This is an optimization exercise on Yosys and OpenROAD, whose aim is small area, not a production implementation.
RTL that was checked went through simulation tests only; none was proved equivalent to the original.
Function not checked in run 4: the RTL went through the layout flow alone.
Power and IR drop assume default switching activity.

### design/flow/config.mk
export PLATFORM = sky130hd
export DESIGN_NAME = jt6295
export DESIGN_NICKNAME = jt6295
export VERILOG_FILES = /design/flow/design.v
export SDC_FILE = /design/flow/constraint.sdc
export NUM_CORES = 4
export LEC_CHECK = 0
export CAP_MARGIN = 20
export CORE_MARGIN = 2
export CORE_UTILIZATION = 40
export SLEW_MARGIN = 20
### design/flow/constraint.sdc
create_clock -name core_clock -period 10.0 [get_ports {clk}]
set_input_delay 2.0000 -clock core_clock [delete_from_list [all_inputs] [get_ports {clk}]]
set_output_delay 2.0000 -clock core_clock [all_outputs]
set_load 0.01 [all_outputs]
### design/flow/design.v
module jt6295_timing(
    input            rst,
    input            clk,
    input            cen,
    input            ss,
    output           cen_sr,      
    output           cen_sr4,     
    output           adpcm_slot,  
    output     [1:0] ch,          
    output reg       cen_48k
);
localparam [7:0] N48=8'd6, D48=8'd125;
reg  [2:0] base;
reg  [5:0] cnt;
reg        cen32;
wire [2:0] lim = ss ? 3'h3 : 3'h4;
reg  [7:0] cnt48;
wire       over48 = cnt48>=D48;
always @(posedge clk) begin
    if( rst ) begin
        cnt48   <= 8'd0;
        cen_48k <= 1'b0;
    end else begin
        if(cen) cnt48 <= over48 ? cnt48-(D48-N48) : cnt48+N48;
        cen_48k <= over48 && cen;
    end
end
always @(posedge clk) begin
    if( rst ) begin
        base  <= 3'd0;
        cnt   <= 6'd0;
        cen32 <= 1'b0;
    end else begin
        cen32 <= cen && !cnt[5] && base==3'd0;
        if( cen ) begin
            base <= (base==lim) ? 3'd0 : base+3'd1;
            if(base==3'd0) cnt <= (cnt==6'd32) ? 6'd0 : cnt+6'd1;
        end
    end
end
wire [4:0] q  = cnt[4:0] - {4'd0, cen32};
wire [4:0] qc = q + 5'd7;
assign cen_sr4    = cen32 && cnt[2:0]==3'd1;
assign cen_sr     = cen32 && cnt[4:0]==5'd1;
assign adpcm_slot = q[2:1]==2'b01;
assign ch         = qc[4:3];
endmodule
module jt6295_rom(
    input             rst,
    input             clk,
    input             adpcm_slot,
    input             nib_sel,
    input      [17:0] adpcm_addr,
    input      [ 9:0] ctrl_addr,
    output reg [ 3:0] adpcm_nib,
    output reg [ 7:0] ctrl_dout,
    output reg        ctrl_ok,
    output     [17:0] rom_addr,
    input      [ 7:0] rom_data,
    input             rom_ok
);
reg       slot_d;
reg [9:0] caddr_d;
reg [1:0] wait2;
assign rom_addr = slot_d ? adpcm_addr : { 8'd0, caddr_d };
wire new_addr = rom_addr != { 8'd0, ctrl_addr };
always @(posedge clk) begin
    slot_d  <= adpcm_slot;
    caddr_d <= ctrl_addr;
    if( adpcm_slot ) begin
        adpcm_nib <= nib_sel ? rom_data[3:0] : rom_data[7:4];
        ctrl_ok   <= 1'b0;
        wait2     <= 2'b0;
    end else begin
        if(wait2==2'b11 && !new_addr) begin
            ctrl_ok   <= rom_ok;
            ctrl_dout <= rom_data;
        end else ctrl_ok <= 1'b0;
        if( new_addr )
            wait2 <= 2'b0;
        else
            wait2 <= {wait2[0],1'b1};
    end
    if( rst ) begin
        ctrl_ok <= 1'b0;
        wait2   <= 2'b0;
    end
end
endmodule
module jt6295_ctrl(
    input                  rst,
    input                  clk,
    input                  cen4,
    input                  wrn,
    input      [ 7:0]      din,
    output reg [17:0]      start_addr,
    output reg [17:0]      stop_addr,
    output reg [ 3:0]      att,
    output     [ 9:0]      rom_addr,
    input      [ 7:0]      rom_data,
    input                  rom_ok,
    output reg [ 3:0]      start,
    output reg [ 3:0]      stop,
    input      [ 3:0]      busy,
    input      [ 3:0]      ack
);
reg  last_wrn;
wire negedge_wrn  = !wrn && last_wrn;
reg [6:0] phrase;
reg       push, pull;
reg [3:0] ch, new_att;
reg       cmd;
always @(posedge clk) begin
    last_wrn <= wrn;
end
always @(posedge clk) begin
    if( rst ) begin
        cmd      <= 1'b0;
        stop     <= 4'd0;
        ch       <= 4'd0;
        pull     <= 1'b1;
        phrase   <= 7'd0;
    end else begin
        if( cen4 ) begin
            stop <= stop & busy;
        end
        if( push ) pull <= 1'b0;
        if( negedge_wrn  ) begin  
            if( cmd ) begin  
                ch      <= din[7:4];
                cmd     <= 1'b0;
                pull    <= 1'b1;
            end
            else if( din[7] ) begin  
                phrase <= din[6:0];
                cmd    <= 1'b1;  
                stop   <= 4'd0;
            end else begin  
                stop   <= din[6:3];
            end
        end
    end
end
always @(posedge clk) begin
    if( negedge_wrn && cmd ) new_att <= din[3:0];
end
reg [17:0] new_start;
reg [17:8] new_stop;
reg [ 2:0] st, addr_lsb;
reg        wrom;
assign rom_addr = { phrase, addr_lsb };
always @(posedge clk) begin
    if( rst ) begin
        st         <= 7;
        start      <= 0;
        push       <= 0;
        addr_lsb   <= 0;
    end else begin
        if( st!=7 ) begin
            wrom <= 0;
            if( !wrom && rom_ok ) begin
                st       <= st+3'd1;
                addr_lsb <= st;
                wrom     <= 1;
            end
        end
        case( st )
            7: begin
                start    <= start & ~ack;
                addr_lsb <= 0;
                if(pull) begin
                    st       <= 0;
                    wrom     <= 1;
                    push     <= 1;
                end
            end
            6: begin
                start       <= ch;
                push        <= 0;
            end
            default:;
        endcase
    end
end
always @(posedge clk) begin
    case( st )
        1: new_start[17:16] <= rom_data[1:0];
        2: new_start[15: 8] <= rom_data;
        3: new_start[ 7: 0] <= rom_data;
        4: new_stop [17:16] <= rom_data[1:0];
        5: new_stop [15: 8] <= rom_data;
        6: begin
            start_addr  <= new_start;
            stop_addr   <= {new_stop[17:8], rom_data} ;
            att         <= new_att;
        end
        default:;
    endcase
end
endmodule
module jt6295_serial(
    input               rst,
    input               clk,
    input               cen4,
    input      [ 1:0]   ch,
    input      [17:0]   start_addr,
    input      [17:0]   stop_addr,
    input      [ 3:0]   att,
    input      [ 3:0]   start,
    input      [ 3:0]   stop,
    output reg [ 3:0]   busy,
    output reg          ack,
    output     [17:0]   rom_addr,
    output              nib_sel,
    input      [ 3:0]   rom_nib,
    output reg          pipe_en,
    output reg [ 3:0]   pipe_att,
    output reg [ 3:0]   pipe_data
);
reg  [75:0] cnt_sh;
reg  [71:0] stop_sh;
reg  [15:0] att_sh;
reg  [ 3:0] busy_sh;
wire [18:0] cnt      = cnt_sh[75:57];
wire [17:0] stop_out = stop_sh[71:54];
wire [ 3:0] att_out  = att_sh[15:12];
wire        busy_out = busy_sh[3];
wire        up_start = start[ch];
wire        up_stop  = stop[ch];
wire        update   = up_start | up_stop;
wire        over     = rom_addr >= stop_out;
wire        cont     = busy_out & ~over;
wire [18:0] cnt_next = cont      ? cnt+19'd1 : cnt;
wire [17:0] stop_in  = up_start  ? stop_addr : stop_out;
wire [18:0] cnt_in   = up_start  ? {start_addr, 1'b0} : cnt_next;
wire [ 3:0] att_in   = up_start  ? att : att_out;
wire        busy_in  = update    ? (up_start & ~up_stop) : cont;
assign rom_addr = cnt[18:1];
assign nib_sel  = cnt[0];
always @(posedge clk, posedge rst) begin
    if( rst ) begin
        busy <= 4'd0;
    end else begin
        busy[ch] <= busy_in;
    end
end
always @(posedge clk, posedge rst) begin
    if( rst ) begin
        cnt_sh  <= 76'd0;
        busy_sh <= 4'd0;
        ack     <= 1'b0;
        pipe_en <= 1'b0;
    end else if( cen4 ) begin
        cnt_sh  <= { cnt_sh[56:0], cnt_in };
        busy_sh <= { busy_sh[2:0], busy_in };
        ack     <= up_start;
        pipe_en <= busy_out;
    end
end
always @(posedge clk) begin
    if( cen4 ) begin
        stop_sh   <= { stop_sh[53:0], stop_in };
        att_sh    <= { att_sh[11:0], att_in };
        pipe_data <= rom_nib;
        pipe_att  <= att_out;
    end
end
endmodule
module jt6295_adpcm(
    input                    rst,
    input                    clk,
    input                    cen,
    input                    en,
    input             [ 3:0] att,
    input             [ 3:0] data,
    output reg signed [11:0] sound
);
reg        in_en;
reg  [3:0] in_data, in_att;
reg [23:0] idx_sh;
reg [47:0] snd_sh;
reg [15:0] att_sh;
wire [ 5:0] idx     = idx_sh[23:18];
wire [11:0] snd_old = snd_sh[47:36];
wire [11:0] snd_mul = snd_sh[47:36];
wire [ 3:0] att_mul = att_sh[15:12];
reg [10:0] lut;
always @(*) begin
    case( idx )
        6'd0: lut = 11'd16;
        6'd1: lut = 11'd17;
        6'd2: lut = 11'd19;
        6'd3: lut = 11'd21;
        6'd4: lut = 11'd23;
        6'd5: lut = 11'd25;
        6'd6: lut = 11'd28;
        6'd7: lut = 11'd31;
        6'd8: lut = 11'd34;
        6'd9: lut = 11'd37;
        6'd10: lut = 11'd41;
        6'd11: lut = 11'd45;
        6'd12: lut = 11'd50;
        6'd13: lut = 11'd55;
        6'd14: lut = 11'd60;
        6'd15: lut = 11'd66;
        6'd16: lut = 11'd73;
        6'd17: lut = 11'd80;
        6'd18: lut = 11'd88;
        6'd19: lut = 11'd97;
        6'd20: lut = 11'd107;
        6'd21: lut = 11'd118;
        6'd22: lut = 11'd130;
        6'd23: lut = 11'd143;
        6'd24: lut = 11'd157;
        6'd25: lut = 11'd173;
        6'd26: lut = 11'd190;
        6'd27: lut = 11'd209;
        6'd28: lut = 11'd230;
        6'd29: lut = 11'd253;
        6'd30: lut = 11'd279;
        6'd31: lut = 11'd307;
        6'd32: lut = 11'd337;
        6'd33: lut = 11'd371;
        6'd34: lut = 11'd408;
        6'd35: lut = 11'd449;
        6'd36: lut = 11'd494;
        6'd37: lut = 11'd544;
        6'd38: lut = 11'd598;
        6'd39: lut = 11'd658;
        6'd40: lut = 11'd724;
        6'd41: lut = 11'd796;
        6'd42: lut = 11'd876;
        6'd43: lut = 11'd963;
        6'd44: lut = 11'd1060;
        6'd45: lut = 11'd1166;
        6'd46: lut = 11'd1282;
        6'd47: lut = 11'd1411;
        6'd48: lut = 11'd1552;
        default: lut = 11'd0;
    endcase
end
wire [2:0] factor = in_en ? in_data[2:0] : 3'd0;
wire [5:0] idx_en = in_en ? idx : 6'd0;
wire [5:0] idx_inc = { 3'd0, in_data[1:0], 1'b0 } + 6'd2;
wire [5:0] idx_sum = factor[2] ? idx_en + idx_inc : idx_en - 6'd1;
wire [5:0] idx_new = idx_sum > 6'd48 ? (factor[2] ? 6'd48 : 6'd0) : idx_sum;
wire [11:0] step = { 1'b0, lut };
wire [11:0] qn = (step>>3) + (in_data[2] ? step : 12'd0)
               + (in_data[1] ? step>>1 : 12'd0) + (in_data[0] ? step>>2 : 12'd0);
reg  [12:0] unlim;
reg         ov;
reg  [11:0] snd_new;
always @(*) begin
    unlim = in_data[3] ? { snd_old[11], snd_old } - { 1'b0, qn } :
                         { snd_old[11], snd_old } + { 1'b0, qn };
    ov = &{snd_old[11],in_data[3],~unlim[11]}|&{~snd_old[11],~in_data[3],unlim[11]};
    if( ^unlim[12:11] ) ov=1;
    snd_new = !in_en ? 12'd0 :
              ov ? {unlim[12],{11{~unlim[12]}}} : unlim[11:0];  
end
wire signed [16:0] s1 = { {5{snd_mul[11]}}, snd_mul };
reg  signed [16:0] prod;
always @(*) begin
    case( att_mul )
        4'd0: prod = s1<<5;
        4'd1: prod = (s1<<4) + (s1<<2) + (s1<<1);
        4'd2: prod = s1<<4;
        4'd3: prod = (s1<<3) + (s1<<1) + s1;
        4'd4: prod = s1<<3;
        4'd5: prod = (s1<<2) + (s1<<1);
        4'd6: prod = s1<<2;
        4'd7: prod = (s1<<1) + s1;
        4'd8: prod = s1<<1;
        default: prod = 17'd0;
    endcase
end
always @(posedge clk, posedge rst) begin
    if(rst) begin
        in_en  <= 1'b0;
        snd_sh <= 48'd0;
        sound  <= 12'd0;
    end else if(cen) begin
        in_en  <= en;
        snd_sh <= { snd_sh[35:0], snd_new };
        sound  <= prod[16:5];
    end
end
always @(posedge clk) begin
    if(cen) begin
        in_data <= data;
        in_att  <= att;
        idx_sh  <= { idx_sh[17:0], idx_new };
        att_sh  <= { att_sh[11:0], in_att };
    end
end
endmodule
module jt6295_acc(
    input                rst,
    input                clk,
    input                cen,
    input                cen4,
    input  signed [11:0] sound_in,
    output signed [13:0] sound_out
);
reg signed [13:0] acc, sum;
always @(posedge clk, posedge rst) begin
    if( rst ) begin
        acc <= 14'd0;
    end else if(cen4) begin
        acc <= cen ? sound_in : acc + sound_in;
    end
end
always @(posedge clk, posedge rst) begin
    if( rst ) begin
        sum <= 14'd0;
    end else if(cen) begin
        sum <= acc;
    end
end
assign sound_out = sum;
endmodule
module jt6295(
    input                  rst,
    input                  clk,
    input                  cen  ,
    input                  ss,         
    input                  wrn,   
    input         [ 7:0]   din,
    output        [ 7:0]   dout,
    output        [17:0]   rom_addr,
    input         [ 7:0]   rom_data,
    input                  rom_ok,
    output signed [13:0]   sound,
    output                 sample    
);
wire        cen_sr, cen_sr4, cen_48k, adpcm_slot;
wire [ 1:0] ch;
wire [ 3:0] busy, start, stop;
reg  [ 3:0] ack;
wire        ack_bit;
wire [17:0] start_addr, stop_addr, ch_addr;
wire [ 9:0] ctrl_addr;
wire [ 7:0] ctrl_data;
wire [ 3:0] ch_nib, pipe_data;
wire [ 3:0] att, pipe_att;
wire        ctrl_ok, nib_sel;
wire        pipe_en;
wire signed [11:0] pipe_snd;
assign dout   = { 4'hf, busy | start };
assign sample = cen_48k;
always @(*) begin
    case( ch )
        2'd0: ack = { ack_bit, 3'd0 };
        2'd1: ack = { 3'd0, ack_bit };
        2'd2: ack = { 2'd0, ack_bit, 1'd0 };
        2'd3: ack = { 1'd0, ack_bit, 2'd0 };
    endcase
end
jt6295_timing u_timing(
    .rst        ( rst       ),
    .clk        ( clk       ),
    .cen        ( cen       ),
    .ss         ( ss        ),
    .cen_sr     ( cen_sr    ),
    .cen_sr4    ( cen_sr4   ),
    .adpcm_slot ( adpcm_slot),
    .ch         ( ch        ),
    .cen_48k    ( cen_48k   )
);
jt6295_rom u_rom(
    .rst        ( rst           ),
    .clk        ( clk           ),
    .adpcm_slot ( adpcm_slot    ),
    .nib_sel    ( nib_sel       ),
    .adpcm_addr ( ch_addr       ),
    .ctrl_addr  ( ctrl_addr     ),
    .adpcm_nib  ( ch_nib        ),
    .ctrl_dout  ( ctrl_data     ),
    .ctrl_ok    ( ctrl_ok       ),
    .rom_addr   ( rom_addr      ),
    .rom_data   ( rom_data      ),
    .rom_ok     ( rom_ok        )
);
jt6295_ctrl u_ctrl(
    .rst        ( rst           ),
    .clk        ( clk           ),
    .cen4       ( cen_sr4       ),
    .wrn        ( wrn           ),
    .din        ( din           ),
    .start_addr ( start_addr    ),
    .stop_addr  ( stop_addr     ),
    .att        ( att           ),
    .rom_addr   ( ctrl_addr     ),
    .rom_data   ( ctrl_data     ),
    .rom_ok     ( ctrl_ok       ),
    .start      ( start         ),
    .stop       ( stop          ),
    .busy       ( busy          ),
    .ack        ( ack           )
);
jt6295_serial u_serial(
    .rst        ( rst           ),
    .clk        ( clk           ),
    .cen4       ( cen_sr4       ),
    .ch         ( ch            ),
    .start_addr ( start_addr    ),
    .stop_addr  ( stop_addr     ),
    .att        ( att           ),
    .start      ( start         ),
    .stop       ( stop          ),
    .busy       ( busy          ),
    .ack        ( ack_bit       ),
    .rom_addr   ( ch_addr       ),
    .nib_sel    ( nib_sel       ),
    .rom_nib    ( ch_nib        ),
    .pipe_en    ( pipe_en       ),
    .pipe_att   ( pipe_att      ),
    .pipe_data  ( pipe_data     )
);
jt6295_adpcm u_adpcm(
    .rst        ( rst           ),
    .clk        ( clk           ),
    .cen        ( cen_sr4       ),
    .en         ( pipe_en       ),
    .att        ( pipe_att      ),
    .data       ( pipe_data     ),
    .sound      ( pipe_snd      )
);
jt6295_acc u_acc(
    .rst        ( rst           ),
    .clk        ( clk           ),
    .cen        ( cen_sr        ),
    .cen4       ( cen_sr4       ),
    .sound_in   ( pipe_snd      ),
    .sound_out  ( sound         )
);
endmodule
### design/flow/run.sh
#!/bin/bash
# synth_recipe.tcl (not shown) runs the flow's synth.tcl, then flattens the netlist and writes it again
# the make line also repeats each setting of config.mk as NAME=value (left out here)
make -C /OpenROAD-flow-scripts/flow DESIGN_CONFIG=/design/flow/config.mk WORK_HOME=/design/flow/orfs CLKGATE_MAP_FILE= SYNTH_SCRIPT=/design/flow/synth_recipe.tcl finish
==> results by group, run 1 <==
Final layout
  • Design area: 0.0265 mm²
  • N_diodes: 0
  • NumNets Final: 2452
  • Share of cells above drive strength 1: 6.70%
  • Area delta synth->final: 13.1%

Worst setup path
  • CP delay by family, top: compound AO/OA/AOI/OAI gates
  • Required time of the critical path: 10.49 ns
  • CP most frequent cell: fa_1
  • Critical path endpoint category: flop
  • CP Buf/Inv Count: 2
  • Kind of critical path: reg -> reg
  • CP Cell Sequence: and2_1, fa_1, inv_1, fa_1, inv_1, ha_1, fa_1, a21o_1, a21oi_1, xnor2_1, a2111oi_4, and3_2, nand2_1, o21ai_0, xor2_1, ha_1, or3_1, a211oi_1, or2_1, nor4_1, or4_1, o211a_1, a221o_2
  • Slowest stage cell, crit path: edfxtp_1
  • CP Launch Type: flop
  • Worst EP arrival: 7.41 ns
  • Crit Path Max Fanout: 24
  • CP max stage delay: 0.68 ns

STA
  • Final hold violations: 0
  • Fin crit period: 6.93 ns
  • Worst-margin pin slew: 0.978 ns
  • Slew Limit Headroom: 34.8%
  • Sum Neg Setup Slack: 0 ns
  • F_max: 0.144 GHz
  • Fin crit share: 69.3%
  • Max Transition Viols Final: 0
  • Fin Clk Skew: 0.0268 ns
  • Endpoints failing setup: 0
  • Unrepaired setup endpoints after global routing: no

Synth
  • Post-synth top flop: edfxtp_1
  • Yosys reg bits: 477
  • Post-Syn Instances: 2254
  • Post-synth ARST share: 36.7%
  • Syn Area/Cell: 10.4 µm²
  • Synth unique cells: 82
  • Seq/Total Area, Yosys: 54.3%
  • Ys Warns: 7
  • Post-synth EDFFs: 229
  • Syn Std Cell Area: 0.0234 mm²

Outcome
  • Status: timing/DRC/antenna clean

Pwr
  • Worst VDD drop: 0.000125 V
  • Leakage: 11.3 nW
  • Cell area power density: 183 mW/mm²

Die
  • IO Pins: 63
  • Row cnt: 88
  • Total die area: 0.0605 mm²
  • Die H: 246 µm
  • Initial core utilization: 40.5%
  • Die width: 246 µm
  • Core area: 0.0578 mm²

Global route
  • GRT overflow: 0
  • Global-route wire length before repair: 83600 µm
  • Global-route met1 utilization: 23.4%
  • GRT Util Overall: 16.9%
  • Largest net degree at the start of global routing: 120
  • Initial antenna violation count: 1
  • GRT busiest layer: met2
  • GR Layer Usage met2: 27.2%
  • GR Util met3: 2.69%
  • Vias in the first global route: 15900

Route
  • DR pass1 iterations: 6
  • Routed vias/inst: 5.28
  • Iteration-0 DRC Markers: 1248
  • Antenna Nets Post-Route: 0
  • DRC Markers: 0
  • Avg WL per Cell: 16.4 µm
  • Vias post-DR: 16400
  • DRT Wirelength: 50700 µm

Clock tree
  • Clk slew on worst S/H paths: 0.06 ns
  • CTS tree: built
  • Post-CTS sizing: 0
  • Clock Tree Root: clkbuf_16
  • Cts hold-fix bufs: 0
  • Clk latency of the worst-skew pair: 0.60 ns
  • TritonCTS Sinks: 477
  • Setup repair bufs after CTS: 0
  • H-tree depth: 2
  • Max clock buf depth: 3
  • Total CTS buffers: 51

Place
  • DP Area: 0.0248 mm²
  • Routability Congestion: 0.881
  • Buffers on Ports: 58
  • DP HPWL: 33800 µm

Flow run
  • Max-Cap Viols: 0

Worst hold path
  • Hold Path Class: reg -> reg
-- per-layer routing --
| metal | part of all wire [%] | wire [µm] |
|---|---|---|
| met5 | 0.026 | 13 |
| met2 | 47 | 23800 |
| met4 | 2.4 | 1200 |
| met3 | 3.9 | 2000 |
| met1 | 47 | 23700 |
-- worst register-to-register path, delay by kind of cell (launching register included) --
family | cells | cell delay, ns
xor gates and xnor gates | 2 | 0.28
DFF | 1 | 0.68
adders and majority gates | 5 | 1.91
AOI/OAI and AO/OA | 7 | 2.09
buffers and inverters | 2 | 0.09
and+or+nand+nor | 7 | 1.80
-- placed cells by master, fill, tap and decap left out, types with 21 or more instances in the layout --
cell	Yosys	routed
nor2_1	107	107
a21oi_1	87	87
and2_1	36	36
inv_1	104	101
xnor2_1	52	52
dfrtp_1	175	175
mux2_2	21	21
edfxtp_1	229	229
xor2_1	41	41
or3_1	23	23
o21ai_0	130	130
nand2_1	524	524
nand3_1	39	38
dfxtp_1	73	73
ha_1	113	113
mux2i_1	28	27
clkbuf_16	0	51
nor3_1	32	31
clkdlybuf4s50_1	0	57
fa_1	29	29
-- worst paths after layout --
path,depth (start not counted),slack (ns),end,startpoint
min in group asynchronous,3,1.86,u_serial.busy[0],rst
hold reg to reg,0,0.38,u_rom.caddr_d[8],u_ctrl.phrase[5]
max in group asynchronous,4,6.74,u_adpcm.snd_sh[37],rst
setup / recovery,23,3.07,u_adpcm.snd_sh[10],u_adpcm.in_data[2]
hold / removal,0,0.38,u_rom.caddr_d[8],u_ctrl.phrase[5]
setup reg to reg,23,3.07,u_adpcm.snd_sh[10],u_adpcm.in_data[2]
-- power by group --
group | internal (mW) | switching (mW)
Sequential | 2.23 | 0.0918
Combinational | 0.222 | 0.365
Clock | 1.16 | 0.796
-- Yosys cell counts (23+ instances only) --
cell        n  area, µm²
fa_1       29        581
nand2_1   524       1970
xor2_1     41        359
nand3_1    39        195
mux2i_1    28        280
and2_1     36        225
dfrtp_1   175       4380
xnor2_1    52        455
nor3_1     32        160
clkbuf_1   74        278
ha_1      113       1410
inv_1     104        390
nor2_1    107        402
a21oi_1    87        435
o21ai_0   130        651
dfxtp_1    73       1460
edfxtp_1  229       6880
or3_1      23        144
-- cell families (layout without fill, tap and decap cells) --
logic type	count (synthesis)	after routing	share of synthesized area, %
muxes	49	49	2.20
buffers and inverters	202	275	3.35
adders and majority gates	142	142	8.51
xor gates and xnor gates	94	94	3.54
other	1	4	0.0160
DFF	477	477	54.3
and+or+nand+nor	875	875	16.5
AOI/OAI and AO/OA	414	414	11.6
-- state kept, by name, indices dropped and copies added (netlist names), 6 cells and up --
signal,count
u_serial.cnt_sh,76
u_serial.stop_sh,72
u_adpcm.snd_sh,48
u_adpcm.idx_sh,24
u_ctrl.new_start,18
u_ctrl.start_addr,18
u_ctrl.stop_addr,18
u_adpcm.att_sh,16
u_serial.att_sh,16
u_acc.acc,14
u_acc.sum,14
u_adpcm.sound,12
u_adpcm.lut,11
u_ctrl.new_stop,10
u_rom.caddr_d,10
u_rom.ctrl_dout,8
u_timing.cnt48,8
u_ctrl.phrase,7
u_timing.cnt,6
-- cell type report --
class / count / area (µm²)
Multi-Input combinational cell: 1578 / 9980
Timing Repair Buffer: 76 / 711
Clock buffer: 72 / 1430
Inverter: 104 / 405
Tap cell: 765 / 957
Clock inverter: 23 / 314
Fill cell: 5397 / 31300
Sequential cell: 477 / 12700
-- stage by stage --
step / util, % / total power, mW / worst slack [ns] / hold WS (ns) / std cells
after floorplan: - / 2.77 / 2.94 / 0.362 / 2257
after global placement: 42.8 / 2.93 / 3.29 / 0.373 / 3000
after detailed placement: 42.8 / 2.95 / 3.13 / 0.377 / 3000
after CTS: 45.8 / 4.92 / 3.11 / 0.385 / 3095
after global routing: 45.9 / 5.09 / 2.65 / 0.397 / 3095
final: 45.9 / 4.86 / 3.07 / 0.383 / 3095
==> inputs of run 2 (changes only) <==
--- a/design/flow/design.v
+++ b/design/flow/design.v
@@ -5,23 +5,45 @@
     input            ss,
     output           cen_sr,      
     output           cen_sr4,     
+    output reg       cen32,       
+    output     [2:0] slot,        
     output           adpcm_slot,  
     output     [1:0] ch,          
     output reg       cen_48k
 );
 localparam [7:0] N48=8'd6, D48=8'd125;
+function [19:0] radd(input [19:0] a, input [19:0] b, input ci);
+    integer i;
+    reg c;
+    begin
+        c = ci;
+        for( i=0; i<20; i=i+1 ) begin
+            radd[i] = a[i]^b[i]^c;
+            c = (a[i]&b[i]) | (c&(a[i]^b[i]));
+        end
+    end
+endfunction
+function rge(input [19:0] a, input [19:0] b);
+    integer i;
+    reg c;
+    begin
+        c = 1'b1;
+        for( i=0; i<20; i=i+1 )
+            c = (a[i]&~b[i]) | (c&~(a[i]^b[i]));
+        rge = c;
+    end
+endfunction
 reg  [2:0] base;
 reg  [5:0] cnt;
-reg        cen32;
 wire [2:0] lim = ss ? 3'h3 : 3'h4;
 reg  [7:0] cnt48;
-wire       over48 = cnt48>=D48;
+wire       over48 = rge( cnt48, D48 );
 always @(posedge clk) begin
     if( rst ) begin
         cnt48   <= 8'd0;
         cen_48k <= 1'b0;
     end else begin
-        if(cen) cnt48 <= over48 ? cnt48-(D48-N48) : cnt48+N48;
+        if(cen) cnt48 <= radd( cnt48, over48 ? 8'd137 : N48, 1'b0 );
         cen_48k <= over48 && cen;
     end
 end
@@ -33,17 +55,18 @@
     end else begin
         cen32 <= cen && !cnt[5] && base==3'd0;
         if( cen ) begin
-            base <= (base==lim) ? 3'd0 : base+3'd1;
-            if(base==3'd0) cnt <= (cnt==6'd32) ? 6'd0 : cnt+6'd1;
+            base <= (base==lim) ? 3'd0 : radd( base, 3'd0, 1'b1 );
+            if(base==3'd0) cnt <= (cnt==6'd32) ? 6'd0 : radd( cnt, 6'd0, 1'b1 );
         end
     end
 end
-wire [4:0] q  = cnt[4:0] - {4'd0, cen32};
-wire [4:0] qc = q + 5'd7;
+wire [4:0] q  = radd( cnt[4:0], {5{cen32}}, 1'b0 );
+wire [4:0] qc = radd( q, 5'd7, 1'b0 );
 assign cen_sr4    = cen32 && cnt[2:0]==3'd1;
 assign cen_sr     = cen32 && cnt[4:0]==5'd1;
 assign adpcm_slot = q[2:1]==2'b01;
 assign ch         = qc[4:3];
+assign slot       = cnt[2:0];
 endmodule
 module jt6295_rom(
     input             rst,
@@ -217,6 +240,27 @@
     output reg [ 3:0]   pipe_att,
     output reg [ 3:0]   pipe_data
 );
+function [19:0] radd(input [19:0] a, input [19:0] b, input ci);
+    integer i;
+    reg c;
+    begin
+        c = ci;
+        for( i=0; i<20; i=i+1 ) begin
+            radd[i] = a[i]^b[i]^c;
+            c = (a[i]&b[i]) | (c&(a[i]^b[i]));
+        end
+    end
+endfunction
+function rge(input [19:0] a, input [19:0] b);
+    integer i;
+    reg c;
+    begin
+        c = 1'b1;
+        for( i=0; i<20; i=i+1 )
+            c = (a[i]&~b[i]) | (c&~(a[i]^b[i]));
+        rge = c;
+    end
+endfunction
 reg  [75:0] cnt_sh;
 reg  [71:0] stop_sh;
 reg  [15:0] att_sh;
@@ -228,9 +272,9 @@
 wire        up_start = start[ch];
 wire        up_stop  = stop[ch];
 wire        update   = up_start | up_stop;
-wire        over     = rom_addr >= stop_out;
+wire        over     = rge( rom_addr, stop_out );
 wire        cont     = busy_out & ~over;
-wire [18:0] cnt_next = cont      ? cnt+19'd1 : cnt;
+wire [18:0] cnt_next = radd( cnt, 20'd0, cont );
 wire [17:0] stop_in  = up_start  ? stop_addr : stop_out;
 wire [18:0] cnt_in   = up_start  ? {start_addr, 1'b0} : cnt_next;
 wire [ 3:0] att_in   = up_start  ? att : att_out;
@@ -270,11 +314,34 @@
     input                    rst,
     input                    clk,
     input                    cen,
+    input                    cen32,
+    input             [ 2:0] slot,
     input                    en,
     input             [ 3:0] att,
     input             [ 3:0] data,
     output reg signed [11:0] sound
 );
+function [19:0] radd(input [19:0] a, input [19:0] b, input ci);
+    integer i;
+    reg c;
+    begin
+        c = ci;
+        for( i=0; i<20; i=i+1 ) begin
+            radd[i] = a[i]^b[i]^c;
+            c = (a[i]&b[i]) | (c&(a[i]^b[i]));
+        end
+    end
+endfunction
+function rge(input [19:0] a, input [19:0] b);
+    integer i;
+    reg c;
+    begin
+        c = 1'b1;
+        for( i=0; i<20; i=i+1 )
+            c = (a[i]&~b[i]) | (c&~(a[i]^b[i]));
+        rge = c;
+    end
+endfunction
 reg        in_en;
 reg  [3:0] in_data, in_att;
 reg [23:0] idx_sh;
@@ -282,8 +349,8 @@
 reg [15:0] att_sh;
 wire [ 5:0] idx     = idx_sh[23:18];
 wire [11:0] snd_old = snd_sh[47:36];
-wire [11:0] snd_mul = snd_sh[47:36];
 wire [ 3:0] att_mul = att_sh[15:12];
+wire [11:0] snd_mul = snd_sh[47:36];
 reg [10:0] lut;
 always @(*) begin
     case( idx )
@@ -342,37 +409,33 @@
 wire [2:0] factor = in_en ? in_data[2:0] : 3'd0;
 wire [5:0] idx_en = in_en ? idx : 6'd0;
 wire [5:0] idx_inc = { 3'd0, in_data[1:0], 1'b0 } + 6'd2;
-wire [5:0] idx_sum = factor[2] ? idx_en + idx_inc : idx_en - 6'd1;
-wire [5:0] idx_new = idx_sum > 6'd48 ? (factor[2] ? 6'd48 : 6'd0) : idx_sum;
+wire [5:0] idx_sum = radd( idx_en, factor[2] ? idx_inc : 6'h3f, 1'b0 );
+wire [5:0] idx_new = rge( idx_sum, 6'd49 ) ? (factor[2] ? 6'd48 : 6'd0) : idx_sum;
 wire [11:0] step = { 1'b0, lut };
-wire [11:0] qn = (step>>3) + (in_data[2] ? step : 12'd0)
-               + (in_data[1] ? step>>1 : 12'd0) + (in_data[0] ? step>>2 : 12'd0);
+wire [11:0] qa = radd( step>>3, in_data[2] ? step : 12'd0, 1'b0 );
+wire [11:0] qb = radd( qa, in_data[1] ? step>>1 : 12'd0, 1'b0 );
+wire [11:0] qn = radd( qb, in_data[0] ? step>>2 : 12'd0, 1'b0 );
 reg  [12:0] unlim;
 reg         ov;
 reg  [11:0] snd_new;
 always @(*) begin
-    unlim = in_data[3] ? { snd_old[11], snd_old } - { 1'b0, qn } :
-                         { snd_old[11], snd_old } + { 1'b0, qn };
+    unlim = radd( { snd_old[11], snd_old }, { 1'b0, qn } ^ {13{in_data[3]}}, in_data[3] );
     ov = &{snd_old[11],in_data[3],~unlim[11]}|&{~snd_old[11],~in_data[3],unlim[11]};
     if( ^unlim[12:11] ) ov=1;
     snd_new = !in_en ? 12'd0 :
               ov ? {unlim[12],{11{~unlim[12]}}} : unlim[11:0];  
 end
-wire signed [16:0] s1 = { {5{snd_mul[11]}}, snd_mul };
-reg  signed [16:0] prod;
-always @(*) begin
-    case( att_mul )
-        4'd0: prod = s1<<5;
-        4'd1: prod = (s1<<4) + (s1<<2) + (s1<<1);
-        4'd2: prod = s1<<4;
-        4'd3: prod = (s1<<3) + (s1<<1) + s1;
-        4'd4: prod = s1<<3;
-        4'd5: prod = (s1<<2) + (s1<<1);
-        4'd6: prod = s1<<2;
-        4'd7: prod = (s1<<1) + s1;
-        4'd8: prod = s1<<1;
-        default: prod = 17'd0;
-    endcase
+wire [16:0] s1   = { {5{snd_mul[11]}}, snd_mul };
+wire [16:0] s3   = radd( s1, s1<<1, 1'b0 );
+wire [16:0] m11  = radd( s3, !att_mul[2] ? s1<<3 : 17'd0, 1'b0 );
+wire        pow2 = !att_mul[0];
+wire        mute = att_mul>4'd8;
+wire [11:0] load = mute ? 12'd0 : pow2 ? snd_mul : m11[15:4];
+wire [ 2:0] sh_load = pow2 ? att_mul[3:1] : { 2'b0, att_mul[1] };
+reg  [ 2:0] sh;
+wire        do_shift = cen32 && slot>=3'd2 && (slot-3'd2) < sh;
+always @(posedge clk) begin
+    if( cen ) sh <= sh_load;
 end
 always @(posedge clk, posedge rst) begin
     if(rst) begin
@@ -382,7 +445,9 @@
     end else if(cen) begin
         in_en  <= en;
         snd_sh <= { snd_sh[35:0], snd_new };
-        sound  <= prod[16:5];
+        sound  <= load;
+    end else if( do_shift ) begin
+        sound  <= { sound[11], sound[11:1] };
     end
 end
 always @(posedge clk) begin
@@ -402,12 +467,34 @@
     input  signed [11:0] sound_in,
     output signed [13:0] sound_out
 );
+function [19:0] radd(input [19:0] a, input [19:0] b, input ci);
+    integer i;
+    reg c;
+    begin
+        c = ci;
+        for( i=0; i<20; i=i+1 ) begin
+            radd[i] = a[i]^b[i]^c;
+            c = (a[i]&b[i]) | (c&(a[i]^b[i]));
+        end
+    end
+endfunction
+function rge(input [19:0] a, input [19:0] b);
+    integer i;
+    reg c;
+    begin
+        c = 1'b1;
+        for( i=0; i<20; i=i+1 )
+            c = (a[i]&~b[i]) | (c&~(a[i]^b[i]));
+        rge = c;
+    end
+endfunction
 reg signed [13:0] acc, sum;
+wire [13:0] acc_sum = radd( acc, { {2{sound_in[11]}}, sound_in }, 1'b0 );
 always @(posedge clk, posedge rst) begin
     if( rst ) begin
         acc <= 14'd0;
     end else if(cen4) begin
-        acc <= cen ? sound_in : acc + sound_in;
+        acc <= cen ? { {2{sound_in[11]}}, sound_in } : acc_sum;
     end
 end
 always @(posedge clk, posedge rst) begin
@@ -433,7 +520,8 @@
     output signed [13:0]   sound,
     output                 sample    
 );
-wire        cen_sr, cen_sr4, cen_48k, adpcm_slot;
+wire        cen_sr, cen_sr4, cen_sr32, cen_48k, adpcm_slot;
+wire [ 2:0] slot;
 wire [ 1:0] ch;
 wire [ 3:0] busy, start, stop;
 reg  [ 3:0] ack;
@@ -463,6 +551,8 @@
     .ss         ( ss        ),
     .cen_sr     ( cen_sr    ),
     .cen_sr4    ( cen_sr4   ),
+    .cen32      ( cen_sr32  ),
+    .slot       ( slot      ),
     .adpcm_slot ( adpcm_slot),
     .ch         ( ch        ),
     .cen_48k    ( cen_48k   )
@@ -521,6 +611,8 @@
     .rst        ( rst           ),
     .clk        ( clk           ),
     .cen        ( cen_sr4       ),
+    .cen32      ( cen_sr32      ),
+    .slot       ( slot          ),
     .en         ( pipe_en       ),
     .att        ( pipe_att      ),
     .data       ( pipe_data     ),
--- a/design/flow/config.mk
+++ b/design/flow/config.mk
@@ -8,4 +8,5 @@
 export CAP_MARGIN = 20
 export CORE_MARGIN = 2
 export CORE_UTILIZATION = 40
+export CTS_BUF_LIST = sky130_fd_sc_hd__clkbuf_4
 export SLEW_MARGIN = 20
==> run 2 against run 1 <==
Against the previous run: clock skew grew 0.052 ns; fmax down 20%; register-to-register slack worse by 1.7 ns; clock power down 14%; worst hold slack got worse by 0.0031 ns; combinational power is 1% higher; synthesized area shrank 7.9%; still clean; sequential power is 3% higher; die area is 7.7% lower; non-clock buffer count is 5 lower; worst setup slack worse by 1.7 ns.
==> results by group, run 2 <==
Outcome
  • Status: timing/DRC/antenna clean

Final layout
  • Top reg by flops: u_serial.cnt_sh
  • Area delta synth->final: 13.0%
  • NumNets Final: 2139 (-13%)
  • Filler Cells Inserted: 4996 (-7.4%)
  • Top flop regs: u_serial.cnt_sh (76), u_serial.stop_sh (72), u_adpcm.snd_sh (48)
  • Most frequent cells in the layout: nand2_1, edfxtp_1, clkbuf_4
  • Share of cells above drive strength 1: 12.9% (+6.2 points)
  • Commonest non-fill, non-tap cell in the layout: nand2_1
  • Design area: 0.0244 mm² (-8.0%)
  • FF/Latch Area: 0.0128 mm² (+0.71%)
  • Max reg flops: 76 (unchanged)
  • Multi-input logic area: 0.00801 mm² (-20%)

STA
  • Endpoints failing setup: 0 (unchanged)
  • Fin crit share: 86.5% (+17 points)
  • Max Transition Viols Final: 0 (unchanged)
  • Final hold violations: 0 (unchanged)
  • Unrepaired setup endpoints after global routing: no
  • Sum Neg Setup Slack: 0 ns (unchanged)
  • Worst-margin pin slew: 1.05 ns (+0.0723 ns)
  • F_max: 0.116 GHz (-20%)
  • PnR worst setup slack: 1.35 ns (-1.72 ns)
  • Slew Limit Headroom: 29.5% (-5.4 points)
  • Fin crit period: 8.65 ns (+1.72 ns)
  • Fin Clk Skew: 0.0784 ns (+0.0516 ns)

Global route
  • Largest net degree at the start of global routing: 207 (+73%)
  • Vias in the first global route: 13500 (-15%)
  • GRT overflow: 0 (unchanged)
  • Global-route wire length before repair: 70900 µm (-15%)
  • GRT Util Overall: 15.9% (-1.0 points)
  • Initial antenna violation count: 3 (+2)

Synth
  • Seq/Total Area, Yosys: 59.3% (+5.1 points)
  • Ys Warns: 7 (unchanged)
  • Yosys reg bits: 480 (+0.63%)
  • Post-synth top flop: edfxtp_1
  • Post-Syn Instances: 1851 (-18%)
  • Syn Std Cell Area: 0.0216 mm² (-7.9%)
  • Commonest cells post-synth: nand2_1, edfxtp_1, dfrtp_1
  • Synth unique cells: 66 (-20%)
  • Area contributors post-synth: edfxtp_1, dfrtp_1, nand2_1, fa_1, dfxtp_1
  • Top-count cell post-synth: nand2_1
  • Largest area contributor in the netlist: edfxtp_1
  • Post-synth ARST share: 36.5% (-0.23 points)
  • Syn Area/Cell: 11.7 µm² (+12%)
  • Post-synth EDFFs: 232 (+1.3%)
  • Top-area cell type share of the netlist area: 32.3% (+2.9 points)

Clock tree
  • CTS tree: built
  • Cts hold-fix bufs: 0 (unchanged)
  • Clk slew on worst S/H paths: 0.06 ns (about the same)
  • Max clock buf depth: 3 (unchanged)
  • Clk latency of the worst-skew pair: 0.87 ns (+0.27 ns)
  • Total CTS buffers: 119 (+130%)
  • TritonCTS Sinks: 480 (+0.63%)
  • Clock Tree Root: clkbuf_4
  • H-tree depth: 3 (+1)
  • Post-CTS sizing: 0 (unchanged)
  • Setup repair bufs after CTS: 0 (unchanged)

Worst setup path
  • Worst reg2reg path depth: 24 (+4.3%)
  • FF-to-FF Start: u_adpcm.in_data[2]
  • Required time of the critical path: 10.72 ns (+0.23 ns)
  • R2r endpoint: u_adpcm.snd_sh[0]
  • CP Launch Type: flop
  • Kind of critical path: reg -> reg
  • R2R Setup Slk: 1.35 ns (-1.72 ns)
  • Crit Path Max Fanout: 17 (-29%)
  • Worst EP arrival: 9.36 ns (+1.95 ns)
  • Critical path endpoint category: flop

Route
  • Antenna Nets Post-Route: 0 (unchanged)
  • Iteration-0 DRC Markers: 1004 (-20%)
  • DRT Wirelength: 43100 µm (-15%)
  • Routed vias/inst: 4.91 (-7.1%)
  • Vias post-DR: 13500 (-17%)
  • Avg WL per Cell: 15.6 µm (-4.6%)
  • DR pass1 iterations: 5 (-1)
  • DRC Markers: 0 (unchanged)

Pwr
  • Worst VDD drop: 0.000115 V (-8.1%)
  • Cell area power density: 191 mW/mm² (+4.2%)
  • Leakage: 10.4 nW (-7.6%)

Worst hold path
  • Hold Path Origin: u_ctrl.phrase[1]
  • Hold Path Class: reg -> reg
  • Hold Path Stages: 0 (unchanged)
  • Min-Delay Endpoint: u_rom.caddr_d[4]

Die
  • Core area: 0.0536 mm² (-7.3%)
  • Total die area: 0.0559 mm² (-7.7%)
  • Initial core utilization: 40.3% (-0.26 points)
  • Row cnt: 85 (-3.4%)
  • IO Pins: 63 (unchanged)
  • Die H: 236 µm (-4.0%)
  • Die width: 236 µm (-4.0%)

Place
  • DP Area: 0.0228 mm² (-8.0%)
  • DP HPWL: 28200 µm (-17%)
  • DP Worst Slack: 1.27 ns (-1.86 ns)
  • Buffers on Ports: 58 (unchanged)
  • Routability Congestion: 0.813 (-7.8%)

Flow run
  • Max-Cap Viols: 0 (unchanged)
==> run 2: layer usage <==
layer  part of all wire [%]  up-vias  global-route usage, %
li1                       -     6560                      -
met1                     49     6664                   22.4
met2                     46      258                   24.4
met3                    4.2       59                   3.63
met4                    1.5        0                   4.64
met5                      0        -                      0
==> run 2: worst max-delay path: stages, from the launching register on <==
cell	delay, ns
edfxtp_1	0.67
and2_1	0.21
ha_1	0.15
inv_1	0.05
fa_1	0.41
fa_1	0.44
fa_1	0.52
inv_1	0.05
fa_1	0.50
fa_1	0.46
fa_1	0.46
fa_1	0.46
fa_1	0.46
fa_1	0.46
fa_1	0.56
xor2_1	0.20
fa_1	0.20
inv_1	0.05
fa_1	0.41
fa_1	0.42
fa_1	0.42
xnor2_1	0.16
a21oi_1	0.50
o21ai_0	0.18
o21ai_0	0.17
==> run 2: worst max path at each step <==
stage                                   end          startpoint  slack (ns)
final                     u_adpcm.snd_sh[0]  u_adpcm.in_data[2]        1.35
after global routing      u_adpcm.snd_sh[4]  u_adpcm.in_data[2]        0.81
after CTS                 u_adpcm.snd_sh[0]  u_adpcm.in_data[2]        1.28
after detailed placement  u_adpcm.snd_sh[6]  u_adpcm.in_data[2]        1.27
after global placement    u_adpcm.snd_sh[0]  u_adpcm.in_data[2]        1.42
after floorplan           u_adpcm.snd_sh[1]  u_adpcm.in_data[2]        1.63
==> run 2: cell type report <==
| class | count | share of cell area (%) |
|---|---|---|
| clock buffer | 195 | 6.00 |
| clock inverter | 25 | 0.569 |
| antenna | 2 | 0.0205 |
| inverter | 107 | 1.71 |
| tap | 696 | 3.57 |
| timing repair buffer | 71 | 2.81 |
| multi-input combinational | 1181 | 32.8 |
| sequential | 480 | 52.5 |
==> run 2: kinds of logic after synthesis <==
| kind of cell | after synthesis | share of synthesized area, % |
|---|---|---|
| other | 1 | 0.0174 |
| xor gates and xnor gates | 34 | 1.48 |
| and+or+nand+nor | 655 | 12.9 |
| muxes | 66 | 3.41 |
| DFF | 480 | 59.3 |
| adders and majority gates | 157 | 11.8 |
| AOI/OAI and AO/OA | 265 | 7.39 |
| buffers and inverters | 193 | 3.69 |
==> run 2: where the power goes <==
| group | internal, mW | switching, mW |
|---|---|---|
| Clock | 0.905 | 0.778 |
| Sequential | 2.27 | 0.119 |
| Combinational | 0.249 | 0.346 |
==> run 2: metrics by stage <==
step	power [mW]	util, %	hold WS, ns	instances
final	4.66	45.5	0.380	2757
after detailed placement	3.03	42.5	0.381	2535
after global routing	4.94	45.5	0.394	2757
after CTS	4.74	45.5	0.387	2755
after global placement	3.01	42.5	0.375	2535
after floorplan	2.83	-	0.362	1854
==> inputs of run 3 (changes only) <==
--- a/design/flow/config.mk
+++ b/design/flow/config.mk
@@ -8,5 +8,4 @@
 export CAP_MARGIN = 20
 export CORE_MARGIN = 2
 export CORE_UTILIZATION = 40
-export CTS_BUF_LIST = sky130_fd_sc_hd__clkbuf_4
 export SLEW_MARGIN = 20
==> run 3 against run 2 <==
Against the previous run: final cell count decreased by 4.8%; largest cell class unchanged; still clean on timing, DRC and antenna; sequential share of layout area fell by 0.097 points; highest routed layer unchanged; synthesized area stayed put; critical path type unchanged; critical endpoint is now u_adpcm.snd_sh[6].
==> results by group, run 3 <==
Place
  • Routability Congestion: 0.813 (unchanged)
  • DP HPWL: 28200 µm (unchanged)
  • Buffers on Ports: 58 (unchanged)
  • DP Worst Slack: 1.27 ns (unchanged)
  • DP Area: 0.0228 mm² (unchanged)

Die
  • Die H: 236 µm (unchanged)
  • Total die area: 0.0559 mm² (unchanged)
  • Die width: 236 µm (unchanged)
  • Row cnt: 85 (unchanged)
  • Initial core utilization: 40.3% (unchanged)
  • Core area: 0.0536 mm² (unchanged)
  • IO Pins: 63 (unchanged)

STA
  • Fin crit share: 86.8% (+0.36 points)
  • PnR worst setup slack: 1.32 ns (-0.0365 ns)
  • Fin Clk Skew: 0.0228 ns (-0.0556 ns)
  • Slew Limit Headroom: 26.8% (-2.7 points)
  • Max Transition Viols Final: 0 (unchanged)
  • Fin crit period: 8.68 ns (+0.0365 ns)
  • Unrepaired setup endpoints after global routing: no
  • Endpoints failing setup: 0 (unchanged)
  • Sum Neg Setup Slack: 0 ns (unchanged)
  • Hold_ws: 0.388 ns (+0.00766 ns)
  • Worst-margin pin slew: 1.09 ns (+0.0398 ns)
  • Final hold violations: 0 (unchanged)
  • F_max: 0.115 GHz (-0.42%)

Global route
  • Largest net degree at the start of global routing: 207 (unchanged)
  • Initial antenna violation count: 1 (-2)
  • GRT Util Overall: 15.6% (-0.27 points)
  • Vias in the first global route: 12900 (-4.5%)
  • Global-route wire length before repair: 69700 µm (-1.7%)
  • GRT overflow: 0 (unchanged)

Worst setup path
  • Worst EP arrival: 9.17 ns (-0.19 ns)
  • Critical path endpoint category: flop
  • Worst Setup SP: u_adpcm.in_data[2]
  • Crit Path Max Fanout: 17 (unchanged)
  • CP most frequent cell: fa_1
  • CP Cell Sequence: and2_1, ha_1, inv_1, fa_1, fa_1, fa_1, inv_1, fa_1, fa_1, fa_1, fa_1, fa_1, fa_1, fa_1, xor2_1, fa_1, inv_1, fa_1, fa_1, fa_1, xnor2_1, a21oi_1, o21ai_0, o21ai_0
  • Slowest stage cell, crit path: edfxtp_1
  • Critical path depth: 24 (unchanged)
  • CP delay by family, top: adder cells
  • CP Buf/Inv Count: 3 (unchanged)
  • Kind of critical path: reg -> reg
  • CP Launch Type: flop
  • FF-to-FF Start: u_adpcm.in_data[2]
  • Worst reg2reg path depth: 24 (unchanged)
  • CP max stage delay: 0.68 ns (about the same)
  • Required time of the critical path: 10.49 ns (-0.23 ns)

Final layout
  • Multi-input logic area: 0.00801 mm² (unchanged)
  • Filler Cells Inserted: 4889 (-2.1%)
  • Commonest non-fill, non-tap cell in the layout: nand2_1
  • Area delta synth->final: 13.2%
  • Max reg flops: 76 (unchanged)
  • NumNets Final: 2069 (-3.3%)
  • Share of cells above drive strength 1: 7.46% (-5.4 points)
  • Top flop regs: u_serial.cnt_sh (76), u_serial.stop_sh (72), u_adpcm.snd_sh (48)
  • Design area: 0.0244 mm² (+0.18%)
  • N_diodes: 0 (-2)
  • FF/Latch Area: 0.0128 mm² (unchanged)
  • Most frequent cells in the layout: nand2_1, edfxtp_1, dfrtp_1
  • Top reg by flops: u_serial.cnt_sh

Synth
  • Syn Std Cell Area: 0.0216 mm² (unchanged)
  • Yosys reg bits: 480 (unchanged)
  • Top-count cell post-synth: nand2_1
  • Seq/Total Area, Yosys: 59.3% (unchanged)
  • Commonest cells post-synth: nand2_1, edfxtp_1, dfrtp_1
  • Area contributors post-synth: edfxtp_1, dfrtp_1, nand2_1, fa_1, dfxtp_1
  • Post-synth ARST share: 36.5% (unchanged)
  • Post-synth EDFFs: 232 (unchanged)
  • Syn Area/Cell: 11.7 µm² (unchanged)
  • Post-synth top flop: edfxtp_1
  • Top-area cell type share of the netlist area: 32.3% (unchanged)
  • Post-Syn Instances: 1851 (unchanged)
  • Synth unique cells: 66 (unchanged)
  • Ys Warns: 7 (unchanged)
  • Largest area contributor in the netlist: edfxtp_1

Pwr
  • Worst VDD drop: 0.000135 V (+17%)
  • Total power: 4.82 mW (+3.4%)
  • Leakage: 10.2 nW (-1.4%)
  • Cell area power density: 197 mW/mm² (+3.3%)

Clock tree
  • Clock Tree Root: clkbuf_16
  • Cts hold-fix bufs: 0 (unchanged)
  • Setup repair bufs after CTS: 0 (unchanged)
  • Total CTS buffers: 49 (-59%)
  • H-tree depth: 2 (-1)
  • CTS tree: built
  • Clk slew on worst S/H paths: 0.06 ns (about the same)
  • Clk latency of the worst-skew pair: 0.59 ns (-0.28 ns)
  • TritonCTS Sinks: 480 (unchanged)
  • Post-CTS sizing: 0 (unchanged)
  • Max clock buf depth: 3 (unchanged)

Route
  • DR pass1 iterations: 6 (+1)
  • Vias post-DR: 13000 (-3.7%)
  • DRT Wirelength: 42600 µm (-1.1%)
  • Avg WL per Cell: 16.2 µm (+3.9%)
  • DRC Markers: 0 (unchanged)
  • Routed vias/inst: 4.96 (+1.1%)
  • Iteration-0 DRC Markers: 928 (-7.6%)
  • Antenna Nets Post-Route: 0 (unchanged)

Worst hold path
  • Hold Path Stages: 0 (unchanged)
  • Hold Path Origin: u_ctrl.addr_lsb[0]
  • Hold Path Class: reg -> reg

Outcome
  • Status: timing/DRC/antenna clean

Flow run
  • Max-Cap Viols: 0 (unchanged)
-- run 3: cell counts after synthesis --
No cell type changed its count.
-- run 3: worst paths after layout --
check / end / slack, ns
worst min register to register: u_rom.caddr_d[0] / 0.39
min in group asynchronous: u_serial.busy[1] / 1.86
worst max register to register: u_adpcm.snd_sh[6] / 1.32
max in group asynchronous: u_adpcm.snd_sh[19] / 6.69
worst max-delay path: u_adpcm.snd_sh[6] / 1.32
worst min-delay path: u_rom.caddr_d[0] / 0.39
-- run 3: routing by layer --
| layer | up-vias | global-route usage [%] | part of all wire, % |
|---|---|---|---|
| met4 | 0 | 4.22 | 1.7 |
| met2 | 229 | 24.3 | 46 |
| met1 | 6415 | 22.8 | 49 |
| met5 | - | 0 | 0 |
| met3 | 50 | 2.29 | 4.0 |
| li1 | 6342 | - | - |
-- run 3: power breakdown --
group	internal [mW]	switching, mW
Clock	1.06	0.783
Sequential	2.27	0.119
Combinational	0.249	0.345
Total	3.58	1.25
-- run 3: logic make-up after synthesis --
kind of cell,count (synthesis),synth area share [%]
AOI/OAI and AO/OA,265,7.39
and+or+nand+nor,655,12.9
DFF,480,59.3
other,1,0.0174
adders and majority gates,157,11.8
xor gates and xnor gates,34,1.48
buffers and inverters,193,3.69
muxes,66,3.41
-- run 3: worst reg2reg max path: stages, from the launching register on --
cell	delay, ns
edfxtp_1	0.68
and2_1	0.21
ha_1	0.15
inv_1	0.05
fa_1	0.41
fa_1	0.44
fa_1	0.51
inv_1	0.05
fa_1	0.50
fa_1	0.46
fa_1	0.46
fa_1	0.46
fa_1	0.46
fa_1	0.46
fa_1	0.56
xor2_1	0.21
fa_1	0.20
inv_1	0.05
fa_1	0.41
fa_1	0.42
fa_1	0.42
xnor2_1	0.17
a21oi_1	0.50
o21ai_0	0.18
o21ai_0	0.17
-- run 3: layout make-up --
class / instances / area share [%]
clock inverter: 21 / 0.742
inverter: 107 / 1.70
clock buffer: 70 / 6.02
tap: 696 / 3.56
timing repair buffer: 71 / 2.81
multi-input combinational: 1181 / 32.8
sequential: 480 / 52.4
-- run 3: through the flow --
stage,std cells,util (%)
detailed placement,2535,42.5
global route,2626,45.6
CTS,2626,45.6
finish,2626,45.6
global placement,2535,42.5
floorplan,1854,-
==> inputs of run 4 (changes only) <==
--- a/design/flow/design.v
+++ b/design/flow/design.v
@@ -290,18 +290,20 @@
 end
 always @(posedge clk, posedge rst) begin
     if( rst ) begin
-        cnt_sh  <= 76'd0;
-        busy_sh <= 4'd0;
         ack     <= 1'b0;
         pipe_en <= 1'b0;
     end else if( cen4 ) begin
-        cnt_sh  <= { cnt_sh[56:0], cnt_in };
-        busy_sh <= { busy_sh[2:0], busy_in };
         ack     <= up_start;
         pipe_en <= busy_out;
     end
 end
 always @(posedge clk) begin
+    if( cen4 || rst ) begin
+        cnt_sh  <= { cnt_sh[56:0], rst ? 19'd0 : cnt_in };
+        busy_sh <= { busy_sh[2:0], busy_in & ~rst };
+    end
+end
+always @(posedge clk) begin
     if( cen4 ) begin
         stop_sh   <= { stop_sh[53:0], stop_in };
         att_sh    <= { att_sh[11:0], att_in };
@@ -403,7 +405,7 @@
         6'd46: lut = 11'd1282;
         6'd47: lut = 11'd1411;
         6'd48: lut = 11'd1552;
-        default: lut = 11'd0;
+        default: lut = 11'bx;  
     endcase
 end
 wire [2:0] factor = in_en ? in_data[2:0] : 3'd0;
@@ -422,7 +424,7 @@
     unlim = radd( { snd_old[11], snd_old }, { 1'b0, qn } ^ {13{in_data[3]}}, in_data[3] );
     ov = &{snd_old[11],in_data[3],~unlim[11]}|&{~snd_old[11],~in_data[3],unlim[11]};
     if( ^unlim[12:11] ) ov=1;
-    snd_new = !in_en ? 12'd0 :
+    snd_new = (!in_en || rst) ? 12'd0 :
               ov ? {unlim[12],{11{~unlim[12]}}} : unlim[11:0];  
 end
 wire [16:0] s1   = { {5{snd_mul[11]}}, snd_mul };
@@ -437,14 +439,15 @@
 always @(posedge clk) begin
     if( cen ) sh <= sh_load;
 end
+always @(posedge clk) begin
+    if( cen || rst ) snd_sh <= { snd_sh[35:0], snd_new };
+end
 always @(posedge clk, posedge rst) begin
     if(rst) begin
         in_en  <= 1'b0;
-        snd_sh <= 48'd0;
         sound  <= 12'd0;
     end else if(cen) begin
         in_en  <= en;
-        snd_sh <= { snd_sh[35:0], snd_new };
         sound  <= load;
     end else if( do_shift ) begin
         sound  <= { sound[11], sound[11:1] };
--- a/design/flow/config.mk
+++ b/design/flow/config.mk
@@ -8,4 +8,6 @@
 export CAP_MARGIN = 20
 export CORE_MARGIN = 2
 export CORE_UTILIZATION = 40
+export CTS_CLUSTER_DIAMETER = 150
+export CTS_CLUSTER_SIZE = 30
 export SLEW_MARGIN = 20
==> run 4 against run 3 <==
Against the previous run: still clean; synthesized cell count is 17% lower; wire length is 12% lower; global-route usage shrank 1.4 points; sequential cell count is the same; sequential power rose by 4%; synthesized area decreased by 3.1%; first-iteration DRC count shrank 1.7%; sequential share of layout area grew 6.8 points; clock skew is 0.0024 ns lower; worst setup slack got worse by 0.11 ns.
==> results by group, run 4 <==
Route
  • DR pass1 iterations: 5 (-1)
  • Antenna Nets Post-Route: 0 (unchanged)
  • Iteration-0 DRC Markers: 912 (-1.7%)
  • Vias post-DR: 11300 (-13%)
  • Routed vias/inst: 4.99 (+0.54%)
  • Avg WL per Cell: 16.6 µm (+2.4%)
  • DRT Wirelength: 37600 µm (-12%)
  • DRC Markers: 0 (unchanged)

Clock tree
  • Post-CTS sizing: 0 (unchanged)
  • Clock Tree Root: clkbuf_16
  • Total CTS buffers: 19 (-61%)
  • Max clock buf depth: 3 (unchanged)
  • Cts hold-fix bufs: 0 (unchanged)
  • Clk latency of the worst-skew pair: 0.55 ns (-0.04 ns)
  • Clk slew on worst S/H paths: 0.12 ns (+0.06 ns)
  • TritonCTS Sinks: 480 (unchanged)
  • Setup repair bufs after CTS: 0 (unchanged)
  • CTS tree: built
  • H-tree depth: 1 (-1)

Worst hold path
  • Hold Path Class: reg -> reg
  • Hold Path Stages: 0 (unchanged)

Worst setup path
  • CP Cell Sequence: and2_1, ha_1, inv_1, fa_1, inv_1, fa_1, fa_1, xnor2_1, fa_1, fa_1, fa_1, fa_1, fa_1, fa_1, fa_1, fa_1, fa_1, inv_1, fa_1, fa_1, nor2b_1, mux2i_1, nor2_1, o21a_1
  • Worst Setup SP: u_adpcm.in_data[2]
  • CP Launch Type: flop
  • Kind of critical path: reg -> reg
  • Critical path endpoint category: flop
  • Slowest stage cell, crit path: edfxtp_1
  • Crit path capture: u_adpcm.snd_sh[0]
  • FF-to-FF Start: u_adpcm.in_data[2]
  • R2R Setup Slk: 1.21 ns (-0.11 ns)
  • Crit Path Max Fanout: 17 (unchanged)
  • Required time of the critical path: 10.32 ns (-0.17 ns)
  • R2r endpoint: u_adpcm.snd_sh[0]
  • Worst EP arrival: 9.11 ns (-0.06 ns)
  • CP max stage delay: 0.68 ns (about the same)
  • CP most frequent cell: fa_1
  • Worst reg2reg path depth: 24 (unchanged)

Synth
  • Top-area cell type share of the netlist area: 51.7% (+19 points)
  • Yosys reg bits: 480 (unchanged)
  • Largest area contributor in the netlist: edfxtp_1
  • Post-Syn Instances: 1538 (-17%)
  • Syn Std Cell Area: 0.0209 mm² (-3.1%)
  • Post-synth EDFFs: 360 (+55%)
  • Commonest cells post-synth: edfxtp_1, nand2_1, inv_1
  • Ys Warns: 7 (unchanged)
  • Synth unique cells: 65 (-1.5%)
  • Top-count cell post-synth: edfxtp_1
  • Post-synth ARST share: 9.79% (-27 points)
  • Seq/Total Area, Yosys: 64.3% (+5.0 points)
  • Syn Area/Cell: 13.6 µm² (+17%)
  • Post-synth top flop: edfxtp_1
  • Area contributors post-synth: edfxtp_1, fa_1, dfxtp_1, dfrtp_1, ha_1

Place
  • Placed insts: 2228 (-12%)
  • Buffers on Ports: 58 (unchanged)
  • DP HPWL: 25700 µm (-8.8%)
  • DP Worst Slack: 1.09 ns (-0.180 ns)
  • Routability Congestion: 0.822 (+1.2%)

Die
  • Initial core utilization: 40.6% (+0.32 points)
  • IO Pins: 63 (unchanged)
  • Core area: 0.0515 mm² (-3.9%)
  • Row cnt: 83 (-2.4%)
  • Die width: 233 µm (-1.6%)
  • Total die area: 0.0541 mm² (-3.1%)
  • Die H: 233 µm (-1.6%)

Final layout
  • Filler Cells Inserted: 4719 (-3.5%)
  • Cell Count, Final, Fillers Out: 2262 (-14%)
  • Top reg by flops: u_serial.cnt_sh
  • Share of cells above drive strength 1: 5.06% (-2.4 points)
  • N_diodes: 0 (unchanged)
  • Top flop regs: u_serial.cnt_sh (76), u_serial.stop_sh (72), u_adpcm.snd_sh (48)
  • Commonest non-fill, non-tap cell in the layout: edfxtp_1
  • Most frequent cells in the layout: edfxtp_1, nand2_1, inv_1
  • NumNets Final: 1749 (-15%)
  • Area delta synth->final: 8.67%
  • Max reg flops: 76 (unchanged)

Global route
  • Largest net degree at the start of global routing: 87 (-58%)
  • GRT Util Overall: 14.2% (-1.4 points)
  • Vias in the first global route: 11300 (-13%)
  • GRT overflow: 0 (unchanged)
  • Global-route wire length before repair: 61300 µm (-12%)
  • Initial antenna violation count: 0 (-1)

STA
  • Sum Neg Setup Slack: 0 ns (unchanged)
  • F_max: 0.114 GHz (-1.3%)
  • Fin Clk Skew: 0.0205 ns (-0.00237 ns)
  • Final hold violations: 0 (unchanged)
  • Max Transition Viols Final: 0 (unchanged)
  • Fin crit period: 8.79 ns (+0.110 ns)
  • PnR worst setup slack: 1.21 ns (-0.110 ns)
  • Unrepaired setup endpoints after global routing: no
  • Slew Limit Headroom: 31.0% (+4.2 points)
  • Worst-margin pin slew: 1.03 ns (-0.0548 ns)
  • Endpoints failing setup: 0 (unchanged)
  • Fin crit share: 87.9% (+1.1 points)

Outcome
  • Status: timing/DRC/antenna clean

Pwr
  • Cell area power density: 183 mW/mm² (-7.4%)
  • Worst VDD drop: 0.000125 V (-7.5%)
  • Total power: 4.15 mW (-14%)
  • Leakage: 8.59 nW (-16%)

Flow run
  • Max-Cap Viols: 0 (unchanged)
run 4: worst min-delay path by stage:
stage | start | endpoint | slack (ns)
2_1_floorplan | u_ctrl.addr_lsb[0] | u_rom.caddr_d[0] | 0.36
3_3_place_gp | u_ctrl.phrase[2] | u_rom.caddr_d[5] | 0.37
3_5_place_dp | u_ctrl.phrase[2] | u_rom.caddr_d[5] | 0.38
4_1_cts | u_ctrl.phrase[2] | u_rom.caddr_d[5] | 0.39
5_1_grt | u_ctrl.addr_lsb[2] | u_rom.caddr_d[2] | 0.40
6_report | u_ctrl.addr_lsb[2] | u_rom.caddr_d[2] | 0.39
run 4: cells by family (layout without fill, tap and decap cells):
logic type                 after synthesis  after routing  share of synthesized area, %
AOI/OAI and AO/OA                      224            224                          6.61
xor gates and xnor gates                34             34                          1.55
buffers and inverters                  170            211                          3.20
adders and majority gates              158            158                          12.2
DFF                                    480            480                          64.3
muxes                                   66             66                          3.40
other                                    1              4                        0.0179
and+or+nand+nor                        405            405                          8.70
run 4: layer usage:
| metal | GRT usage (%) | vias to the layer above | wire length (µm) |
|---|---|---|---|
| met2 | 23.1 | 180 | 17700 |
| met3 | 1.37 | 35 | 1200 |
| li1 | - | 5430 | - |
| met5 | 0 | - | 0 |
| met4 | 2.73 | 0 | 442 |
| met1 | 20.8 | 5645 | 18200 |
run 4: worst max-delay path, delay by kind of cell, from the launching register on:
kind,cells,cell delay [ns]
buffers and inverters,3,0.20
multiplexers,1,0.68
AND/OR/NAND/NOR,3,0.51
XOR/XNOR,1,0.17
AO/OA/AOI/OAI,1,0.21
flip-flops,1,0.68
adder cells (fa/ha/maj),15,6.11
run 4: cell type report:
type | count | area (µm²) | share of cell area [%]
flip-flops and latches | 480 | 13400 | 59.2
multi-input cells | 891 | 6830 | 30.0
well taps | 680 | 851 | 3.74
repair buffers | 68 | 651 | 2.86
clock buffers | 33 | 528 | 2.32
inverters | 109 | 414 | 1.82
clock inverters | 1 | 8.76 | 0.0385
run 4: per-stage QoR:
stage	hold WS (ns)	cell area, µm²	utilization, %
floorplan	0.362	20900	-
global placement	0.373	22200	43.1
detailed placement	0.379	22200	43.1
CTS	0.394	22700	44.1
global route	0.398	22700	44.1
finish	0.386	22700	44.1
run 4: report_power, final:
group          leakage, nW  total (mW)  internal (mW)  switching [mW]
Clock                0.255       0.945          0.369           0.575
Sequential            4.63        2.48           2.37           0.111
Combinational         3.71       0.729          0.307           0.422
Total                 8.59        4.15           3.04            1.11

afterwards: timing with drivers on the ports:
How much do the figures lean on ideal ports? The routed layouts below were timed once more, with nothing changed but the port constraints.
Step 1 sets driving cells, clkbuf_16 on the clock port and buf_2 on the other inputs (assumed; they add their load-dependent delay and slew).
Step 2 moves the port delays by t, midway between the first and last clock arrival at a register: inputs arrive t later, outputs are due t later. That takes back most of the time a late clock gives input paths.
Slacks: no drivers / after step 1 / after step 2; pairs: no drivers / after step 1.
| run | t (ns) | setup WS [ns] | worst setup path after step 2 | worst data-port slew with drivers (ns) | cell pins on the clock port's net |
|---|---|---|---|---|---|
| run 1 | 0.643 | 3.073 / 3.073 / 3.073 | register to register | 0.05 | 1 |
| run 2 | 0.875 | 1.354 / 1.354 / 1.354 | register to register | 0.04 | 1 |
| run 3 | 0.636 | 1.317 / 1.317 / 1.317 | register to register | 0.04 | 1 |
| run 4 | 0.597 | 1.207 / 1.207 / 1.207 | register to register | 0.04 | 1 |
After both steps setup and hold are still met in every run listed.
